Source: an optimization exercise on an open RTL-to-GDS flow (aim: small area). Production flows keep margins and buffers that such runs may drop.
At most, simulation tests tie the RTL to the original design; equivalence was not proved.
The clock input has no modelled driver; a real chip could not lean on it and would need a root buffer or a full tree.
No activity file was given, so power comes from the tool's default toggle rates.

the reference run:
## riscv8bit
module riscv8bit(
	output wire [7:0] data_from_ram,
	output wire mem_read_from_idandex,
	output wire mem_write_from_idandex,
	output wire [7:0] alu_result_from_idandex,
	output wire [7:0] write_data_to_memory,
	input wire [7:0] ram_data,
	output wire [7:0] pc_increment_address,
	input wire [15:0] instruction_input,
	input wire rst,
	input wire rst_registerfile,
	input wire clk
);
Size in the first run: about 540 cells after synthesis, about 140 flip-flops, roughly 61 I/O pins.
==> module riscv8bit, before the edit <==
module riscv8bit(
	output wire [7:0] data_from_ram,
	output wire mem_read_from_idandex,
	output wire mem_write_from_idandex,
	output wire [7:0] alu_result_from_idandex,
	output wire [7:0] write_data_to_memory,
	input wire [7:0] ram_data,
	output wire [7:0] pc_increment_address,
	input wire [15:0] instruction_input,
	input wire rst,
	input wire rst_registerfile,
	input wire clk
);
assign data_from_ram = ram_data;
reg [7:0] pc;
always @(posedge clk)
	pc <= rst ? 8'd0 : pc + 8'd1;
assign pc_increment_address = pc;
reg [7:0] s1_res_n, s1_a_n;  reg [2:0] s1_rd;  reg s1_we, s1_m;
reg [7:0] s2_res_n, s2_a_n;  reg [2:0] s2_rd;  reg s2_we, s2_m;
reg       s2_v;
reg [7:0] s3_res, s3_a;  reg [2:0] s3_rd;  reg s3_we, s3_m;
wire s3_mr = s3_we & s3_m;
wire s3_mw = ~s3_we & s3_m;
reg [63:0] rf;
wire [7:0] wdata = s3_m ? ram_data : s3_res;
wire       wen   = s3_we & ~rst;
genvar gi;
generate
	for (gi = 0; gi < 8; gi = gi + 1) begin : g_rf
		wire sel  = wen & (s3_rd == gi);
		wire hold = ~sel & ~rst_registerfile;
		always @(posedge clk)
			rf[gi*8 +: 8] <= ({8{sel}} & wdata) | ({8{hold}} & rf[gi*8 +: 8]);
	end
endgenerate
wire [4:0] op = {instruction_input[15:14] & {2{~rst}}, instruction_input[13:11]};
wire [2:0] ra = instruction_input[10:8] & {3{~rst}};
wire [2:0] rb = instruction_input[7:5];
wire [7:0] k  = instruction_input[7:0];
wire [7:0] sa, sb;
genvar gs;
generate
	for (gs = 0; gs < 8; gs = gs + 1) begin : g_sel
		assign sa[gs] = (ra == gs) & ~rst_registerfile;
		assign sb[gs] = (rb == gs) & ~rst_registerfile & op[4];
	end
endgenerate
wire [7:0] a, b;
rf_sel_a u_sel_a(.rf(rf), .s(sa), .y(a));
rf_sel u_sel_b(.rf(rf), .s(sb), .ks(~op[4]), .k(k), .y(b));
wire is_i  = ~op[4] &  op[3];
wire is_r2 =  op[4] & ~op[3];
wire is_r1 =  op[4] &  op[3];
wire is_ir = is_i | is_r2;
wire f_arith = is_ir & (op[2:1] == 2'b00);
wire f_and   = is_ir & (op[2:0] == 3'b010);
wire f_or    = is_ir & (op[2:0] == 3'b011);
wire f_xor   = is_r2 & (op[2:0] == 3'b110);
wire f_b     = is_i  & op[2] & ~(op[1] & op[0]);
wire f_not   = is_r1 & (op[2:0] == 3'b100);
wire f_shl   = is_r1 & (op[2:0] == 3'b101);
wire f_shr   = is_r1 & (op[2:0] == 3'b110);
wire sub     = f_arith & op[0];
wire l0 = sub | f_not;                         
wire l1 = (f_arith & ~sub) | f_or | f_xor | f_b | f_not;  
wire l2 = (f_arith & ~sub) | f_or | f_xor;     
wire l3 = sub | f_and | f_or | f_b;            
wire [8:0] c;
wire [7:0] p;
assign c[0] = sub;
genvar gk;
generate
	for (gk = 0; gk < 8; gk = gk + 1) begin : g_alu
		assign p[gk]   = a[gk] ? (b[gk] ? l3 : l2) : (b[gk] ? l1 : l0);
		assign c[gk+1] = p[gk] ? c[gk] : (a[gk] & f_arith);
	end
endgenerate
wire [7:0] res = (p ^ c[7:0])
               | ({8{f_shl}} & {a[6:0], 1'b0})
               | ({8{f_shr}} & {1'b0, a[7:1]});
wire c_m  = is_i & op[2] & (op[1] ^ op[0]);    
wire c_we = (op[4] | op[3]) & ~(is_i & (op[2:0] == 3'b110));
always @(posedge clk) begin
	s1_res_n <= ~res;  s1_a_n <= ~a;  s1_rd <= ra;
	s1_we  <= c_we; s1_m <= c_m;
	s2_res_n <= s1_res_n; s2_a_n <= s1_a_n; s2_rd <= s1_rd;
	s2_we  <= s1_we;  s2_m <= s1_m;
	s2_v   <= ~rst;
	s3_rd  <= s2_rd;
	if (rst | ~s2_v) begin
		s3_res <= 8'd0; s3_a <= 8'd0;
		s3_we  <= 1'b0; s3_m <= 1'b0;
	end else begin
		s3_res <= ~s2_res_n; s3_a <= ~s2_a_n;
		s3_we  <= s2_we;  s3_m <= s2_m;
	end
end
assign alu_result_from_idandex = s3_res;
assign mem_read_from_idandex   = s3_mr;
assign mem_write_from_idandex  = s3_mw;
assign write_data_to_memory    = s3_a;
endmodule
==> flow/config.mk <==
export PLATFORM = sky130hd
export DESIGN_NAME = riscv8bit
export DESIGN_NICKNAME = riscv8bit
export VERILOG_FILES = /design/flow/design.v
export SDC_FILE = /design/flow/constraint.sdc
export NUM_CORES = 4
export LEC_CHECK = 0
export ABC_AREA = 1
export CAP_MARGIN = 20
export CORE_MARGIN = 2
export CORE_UTILIZATION = 65
export GPL_TIMING_DRIVEN = 0
export SLEW_MARGIN = 20
export SYNTH_HIERARCHICAL = 1
export SYNTH_MINIMUM_KEEP_SIZE = 0
==> flow/constraint.sdc <==
create_clock -name core_clock -period 5.0 [get_ports {clk}]
set_input_delay 1.0000 -clock core_clock [delete_from_list [all_inputs] [get_ports {clk}]]
set_output_delay 1.0000 -clock core_clock [all_outputs]
set_load 0.01 [all_outputs]
standard.sh (not shown) runs the stock make flow with config.mk's settings and CLKGATE_MAP_FILE= SYNTH_SCRIPT=/design/flow/synth_recipe.tcl, a recipe that flattens the netlist after the stock synthesis.
==> flow/flow/run.sh <==
#!/bin/bash
# Own layout flow: the standard ORFS flow with these changes.
#  2. Port buffers are the smallest buffer (buf_1) instead of the default.
#  4. Buffers that synthesis put on pass-through wires are removed at
#     floorplan (REMOVE_ABC_BUFFERS); port buffering adds the port buffers.
# Every tool's full output goes to orfs/logs (ORFS's own per-step logs) and
# to make.log / def.log in this folder.
set -euo pipefail
W=$(pwd)
F=$W/flow

{
  echo 'proc abc {args} {'
  echo '  set i [lsearch $args -script]'
  echo "  if {\$i >= 0} { lset args [expr {\$i+1}] $F/area.abc }"
  echo '  yosys abc {*}$args'
  echo '}'
  cat "$W/synth_recipe.tcl"
} > "$W/own_synth.tcl"

export ADDER_MAP_FILE=
export REMOVE_ABC_BUFFERS=1
export BUFFER_PORTS_ARGS="-buffer_cell sky130_fd_sc_hd__buf_1"
export PRE_CTS_TCL="$F/pre_cts.tcl"
export MY_CLKLEAVES=8 MY_CLKROOTS=1
export MY_CLKBUF=sky130_fd_sc_hd__clkbuf_8 MY_CLKROOTBUF=sky130_fd_sc_hd__clkbuf_8
export POST_CTS_TCL="$F/post_cts.tcl"
export CTS_ARGS="-sink_clustering_enable -repair_clock_nets -dont_use_dummy_load -buf_list {sky130_fd_sc_hd__clkbuf_4}"

make -C "$FLOW_HOME" DESIGN_CONFIG="$W/config.mk" WORK_HOME="$W/orfs" CLKGATE_MAP_FILE= \
  SYNTH_SCRIPT="$W/own_synth.tcl" finish > "$W/make.log" 2>&1

R=$W/orfs/results/sky130hd/riscv8bit/base
: # left out here: write the final layout as DEF
Other scripts of this flow, unchanged in this note and not shown: flow/flow/area.abc, flow/flow/post_cts.tcl, flow/flow/pre_cts.tcl
## Diff of input files: the trial run against the reference run
--- a/flow/design.v
+++ b/flow/design.v
@@ -17,7 +17,7 @@
 always @(posedge clk)
 	pc <= rst ? 8'd0 : pc + 8'd1;
 assign pc_increment_address = pc;
-reg [7:0] s1_res_n, s1_a_n;  reg [2:0] s1_rd;  reg s1_we, s1_m;
+reg [7:0] s1_p, s1_a_n;  reg s1_c1, s1_ar;  reg [2:0] s1_rd;  reg s1_we, s1_m;
 reg [7:0] s2_res_n, s2_a_n;  reg [2:0] s2_rd;  reg s2_we, s2_m;
 reg       s2_v;
 reg [7:0] s3_res, s3_a;  reg [2:0] s3_rd;  reg s3_we, s3_m;
@@ -67,25 +67,32 @@
 wire l1 = (f_arith & ~sub) | f_or | f_xor | f_b | f_not;  
 wire l2 = (f_arith & ~sub) | f_or | f_xor;     
 wire l3 = sub | f_and | f_or | f_b;            
-wire [8:0] c;
 wire [7:0] p;
-assign c[0] = sub;
 genvar gk;
 generate
 	for (gk = 0; gk < 8; gk = gk + 1) begin : g_alu
-		assign p[gk]   = a[gk] ? (b[gk] ? l3 : l2) : (b[gk] ? l1 : l0);
-		assign c[gk+1] = p[gk] ? c[gk] : (a[gk] & f_arith);
+		assign p[gk] = a[gk] ? (b[gk] ? l3 : l2) : (b[gk] ? l1 : l0);
 	end
 endgenerate
-wire [7:0] res = (p ^ c[7:0])
-               | ({8{f_shl}} & {a[6:0], 1'b0})
-               | ({8{f_shr}} & {1'b0, a[7:1]});
+wire [7:0] pp = p | ({8{f_shl}} & {a[6:0], 1'b0})
+                  | ({8{f_shr}} & {1'b0, a[7:1]});
+wire       c1 = p[0] ? sub : (a[0] & f_arith);
+wire [7:0] s1_a = ~s1_a_n;
+wire [8:1] c;
+assign c[1] = s1_c1;
+generate
+	for (gk = 1; gk < 8; gk = gk + 1) begin : g_carry
+		assign c[gk+1] = s1_p[gk] ? c[gk] : (s1_a[gk] & s1_ar);
+	end
+endgenerate
+wire [7:0] res = {s1_p[7:1] ^ c[7:1], s1_p[0]};
 wire c_m  = is_i & op[2] & (op[1] ^ op[0]);    
 wire c_we = (op[4] | op[3]) & ~(is_i & (op[2:0] == 3'b110));
 always @(posedge clk) begin
-	s1_res_n <= ~res;  s1_a_n <= ~a;  s1_rd <= ra;
+	s1_p <= {pp[7:1], pp[0] ^ sub};  s1_c1 <= c1;  s1_ar <= f_arith;
+	s1_a_n <= ~a;  s1_rd <= ra;
 	s1_we  <= c_we; s1_m <= c_m;
-	s2_res_n <= s1_res_n; s2_a_n <= s1_a_n; s2_rd <= s1_rd;
+	s2_res_n <= ~res; s2_a_n <= s1_a_n; s2_rd <= s1_rd;
 	s2_we  <= s1_we;  s2_m <= s1_m;
 	s2_v   <= ~rst;
 	s3_rd  <= s2_rd;
The trial run vs. the reference run: die outline area went up by 0.93%.
Per the comparison of the trial run with the reference run, fraction of area in registers saw an increase; setup slack of the most critical reg-to-reg path shows an increase of 1280 ps.
~same mean post-synth cell area in the trial run and the reference run
Diff the trial run and the reference run: met2 usage lower in the trial run
Summary: with the reference run as the reference, fill cell total of the finished layout in the trial run moved up by more than 10%.
Between the trial run and the reference run, it is the trial run whose power density over the cells is higher, by about 3.3%.
Between the trial run and the reference run, share of the synthesized netlist area taken by xor and xnor gates is lower for the reference run, the trial run comes in above that.
What the trial run reported for detailed route wirelength on metal3 has to be multiplied by 1.2 to get the figure for the reference run.
Only the layout flow was run in the reference run; the RTL was not checked for function there. In every run of this note, the design's own scripts or RTL, not TritonCTS, make the clock network.

==> separate check: timing with driven ports <==
The flow's constraints put no driver on any port. The routed layouts listed below were extracted and timed again, unchanged, in two steps. Step 1 assumes that a clkbuf_16 drives the clock port and a buf_2 every other input. Step 2 moves the port delays by t, midway between the first and last clock arrival at a register: inputs arrive t later, outputs are due t later. That takes back most of the time a late clock gives input paths. a / b / c = ideal ports / drivers / drivers and shift; a / b = the first two.
run | shift t [ns] | slack for setup (ns) | pins driven straight from the clock port
the reference run | 0.428 | 0.275 / 0.285 / -0.143 | 1
the trial run | 0.424 | 0.842 / 0.852 / 0.427 | 1
Met with ideal ports but missed after step 2: setup timing in the reference run. For the reference run, which loses most, drivers alone change the setup slack by +0.010 ns; drivers and shift together by -0.418 ns.
